From an optimization exercise on the open Yosys and OpenROAD flow, aimed at small area, a short achievable clock period and few clock cycles; shortcuts taken in it are not production practice. RTL that was checked went through simulation tests only; none was proved equivalent to the original. No activity file was given, so power comes from the tool's default toggle rates.

job 4031:
// JAM
module JAM (
input CLK,
input RST,
output reg [2:0] W,
output reg [2:0] J,
input [6:0] Cost,
output reg [3:0] MatchCount,
output reg [9:0] MinCost,
output reg Valid );
function [1:0] cmp8;
  input [7:0] p;
  input [7:0] q;
  reg [7:0] x, g;
  reg l;
  integer k;
  begin
    x = p ^ q;
    g = ~p & q;
    l = 1'b0;
    for (k = 0; k < 8; k = k + 1) l = g[k] | (~x[k] & l);
    cmp8 = {l, ~|x};
  end
endfunction
function [1:0] cmp9;
  input [8:0] p;
  input [8:0] q;
  reg [8:0] x, g;
  reg l;
  integer k;
  begin
    x = p ^ q;
    g = ~p & q;
    l = 1'b0;
    for (k = 0; k < 9; k = k + 1) l = g[k] | (~x[k] & l);
    cmp9 = {l, ~|x};
  end
endfunction
function [1:0] cmp10;
  input [9:0] p;
  input [9:0] q;
  reg [9:0] x, g;
  reg l;
  integer k;
  begin
    x = p ^ q;
    g = ~p & q;
    l = 1'b0;
    for (k = 0; k < 10; k = k + 1) l = g[k] | (~x[k] & l);
    cmp10 = {l, ~|x};
  end
endfunction
function [3:0] mul16;
  input [3:0] a;
  input [3:0] b;
  begin
    case ({a, b})
      8'd0: mul16 = 4'd0;
      8'd1: mul16 = 4'd0;
      8'd2: mul16 = 4'd0;
      8'd3: mul16 = 4'd0;
      8'd4: mul16 = 4'd0;
      8'd5: mul16 = 4'd0;
      8'd6: mul16 = 4'd0;
      8'd7: mul16 = 4'd0;
      8'd8: mul16 = 4'd0;
      8'd9: mul16 = 4'd0;
      8'd10: mul16 = 4'd0;
      8'd11: mul16 = 4'd0;
      8'd12: mul16 = 4'd0;
      8'd13: mul16 = 4'd0;
      8'd14: mul16 = 4'd0;
      8'd15: mul16 = 4'd0;
      8'd16: mul16 = 4'd0;
  ...
For scale: roughly 7,000 cells after synthesis, roughly 63,000 µm² of cells after synthesis.
export LEC_CHECK = 0
export ABC_AREA = 1
export CAP_MARGIN = 20
export CORE_MARGIN = 2
export CORE_UTILIZATION = 40
export PLACE_DENSITY = 0.7
export SETUP_SLACK_MARGIN = 2.7
export SLEW_MARGIN = 20
export TNS_END_PERCENT = 100
create_clock -name core_clock -period 5.0 [get_ports {CLK}]
run.sh (not shown) runs the stock make flow with config.mk's settings and CLKGATE_MAP_FILE= SYNTH_SCRIPT=/design/flow/synth_recipe.tcl, a recipe that flattens the netlist after the stock synthesis.
Modified inputs, job 5436 compared to job 4031
Settings: putting CTS_CLUSTER_DIAMETER at 150 where nothing was set; swapping 2.7 for 2.8 in SETUP_SLACK_MARGIN; putting CTS_CLUSTER_SIZE at 25 where nothing was set.
Findings:
- Job 5436 finished every step from synthesis to the final layout, and the layout passed the timing, design-rule and antenna checks.
- Taking job 4031 as the reference point, the count of vias placed by the detailed router of job 5436 falls by 549.
- Sort job 5436 and job 4031 by design area asc -> top: job 5436
- Comparing job 5436 and job 4031, post-route minimum period is lower on job 5436.
- Compared with job 4031, job 5436 is more frugal on power.
No run of this note included a check of the RTL's function; only the layout flow was run.

---

## willow
Another version of the RTL of JAM (not shown whole).
For scale: ~1500 flip-flops.
export LEC_CHECK = 0
export ABC_AREA = 1
export CAP_MARGIN = 20
export CORE_MARGIN = 2
export CORE_UTILIZATION = 40
export CTS_CLUSTER_DIAMETER = 150
export CTS_CLUSTER_SIZE = 20
export PLACE_DENSITY = 0.7
export SETUP_SLACK_MARGIN = 2.8
export SLEW_MARGIN = 20
export TNS_END_PERCENT = 100
create_clock -name core_clock -period 5.0 [get_ports {CLK}]
Testbench counts of willow, summed over its fixed seeds: cycles 5,392.
The following lists how pepper was set up differently from willow:
Settings: SETUP_SLACK_MARGIN now 2.75, was 2.8; CTS_CLUSTER_SIZE now 25, was 20.
==> notes.md <==
The clock-buffer cell count reported for pepper is smaller than that of willow by about 13%. Both conditions hold for pepper: the flow ran to the end and the final layout passed the timing, design-rule and antenna checks. Re utilization of the core after routing: pepper and willow aren't equal, and the higher value belongs to willow. In the tables for pepper and willow, non-clock buffer count reads lower with pepper. Summary: total power, pepper better than willow. The logic depth of the worst path, buffers included in pepper was higher than what willow gave. Worst setup slack: pepper vs willow down 55 ps.
Changes in zinc relative to pepper:
Settings: removing CTS_CLUSTER_SIZE (formerly 25); changing SETUP_SLACK_MARGIN from 2.75 to 2.8; changing CORE_UTILIZATION from 40 to 60; removing CTS_CLUSTER_DIAMETER (formerly 150).
Notes after the runs:
Summary of zinc over pepper: total via count in the routed design has increased, clock-pin slew reported for the worst setup and hold paths after clock tree synthesis has decreased, non-clock buffer total of the final layout went up by 10. In zinc, the clock insertion delay at the later pin of the skew report came out 70 ps above the value in pepper. Compared with pepper, clock-buffer cell count in zinc increased by more than 100%. On combined global-route utilization of all metal layers, the higher figure sits with zinc, not pepper. Compared with pepper, zinc shows a lower count of buffer and inverter cells on the critical path.
#### Input delta (nickel over zinc)
Settings: a change of CORE_UTILIZATION from 60 to 40; a change of SETUP_SLACK_MARGIN from 2.8 to 2.9.
[summary]
nickel against zinc: endpoint arrival time on the critical path now sits at about the same level; leakage power figure now sits higher; worst setup slack now sits lower; largest driver fanout on the critical path now sits lower. There was hardly any difference in multi-input combinational cell count between zinc and nickel. Summary: full die area, nickel worse than zinc. Delta(minimum clock period, nickel - zinc) > 0. Summary: with zinc as the reference, placeable core region in nickel moved up by more than half. Final non-filler cell area on nickel is behind zinc.
The following lists how violet was set up differently from nickel:
Settings: SETUP_SLACK_MARGIN: 2.9 -> 2.8; CTS_CLUSTER_SIZE: unset -> 25; CTS_CLUSTER_DIAMETER: unset -> 150.
Notes after the runs:
On routed length per placed instance: violet sits below nickel. | share of total power in combinational logic | higher: violet |. violet vs nickel, number of vias per cell went down by 0.42%. Via count came out lower on violet than on nickel. Between nickel and violet, the flow reports area of all placed cells without fillers decreasing by a few percent. The core of violet is less densely filled than that of nickel. nickel -> violet: wire length of the first global-routing pass decreased by a few percent. Re die height: no difference whatsoever between nickel and violet. On routed wire length, nickel loses to violet. [diff] worst hold slack, violet relative to nickel: improvement. Between nickel and violet, routing usage on met3 is higher for nickel, violet comes in under that.

-- port drivers added, routing unchanged --
How much do the figures lean on ideal ports? The routed layouts below were timed once more, with nothing changed but the port constraints. Step 1 sets driving cells, clkbuf_16 on the clock port and buf_2 on the other inputs (assumed; they add their load-dependent delay and slew). Step 2, shift: input delay + t, output delay - t, t = (earliest + latest rising clock arrival at the registers) / 2. This alone moves slack from input paths to output paths. Slacks: ideal ports / drivers / drivers and shift; pairs: ideal ports / drivers.
run	shift t [ns]	slack for setup (ns)	worst register clock-pin slew, ns
job 4031	0.843	2.723 / 2.644 / 2.404	0.07 / 0.07
job 5436	0.753	2.792 / 2.723 / 2.372	0.11 / 0.11
willow	0.788	2.819 / 2.740 / 2.587	0.09 / 0.09
pepper	0.769	2.764 / 2.739 / 2.619	0.11 / 0.11
zinc	0.840	2.742 / 2.662 / 2.577	0.07 / 0.07
nickel	0.853	2.730 / 2.652 / 2.299	0.07 / 0.07
violet	0.769	2.832 / 2.751 / 2.622	0.11 / 0.11
After both steps setup and hold are still met in every run listed. For nickel, which loses most, drivers alone change the setup slack by -0.078 ns; drivers and shift together by -0.431 ns.
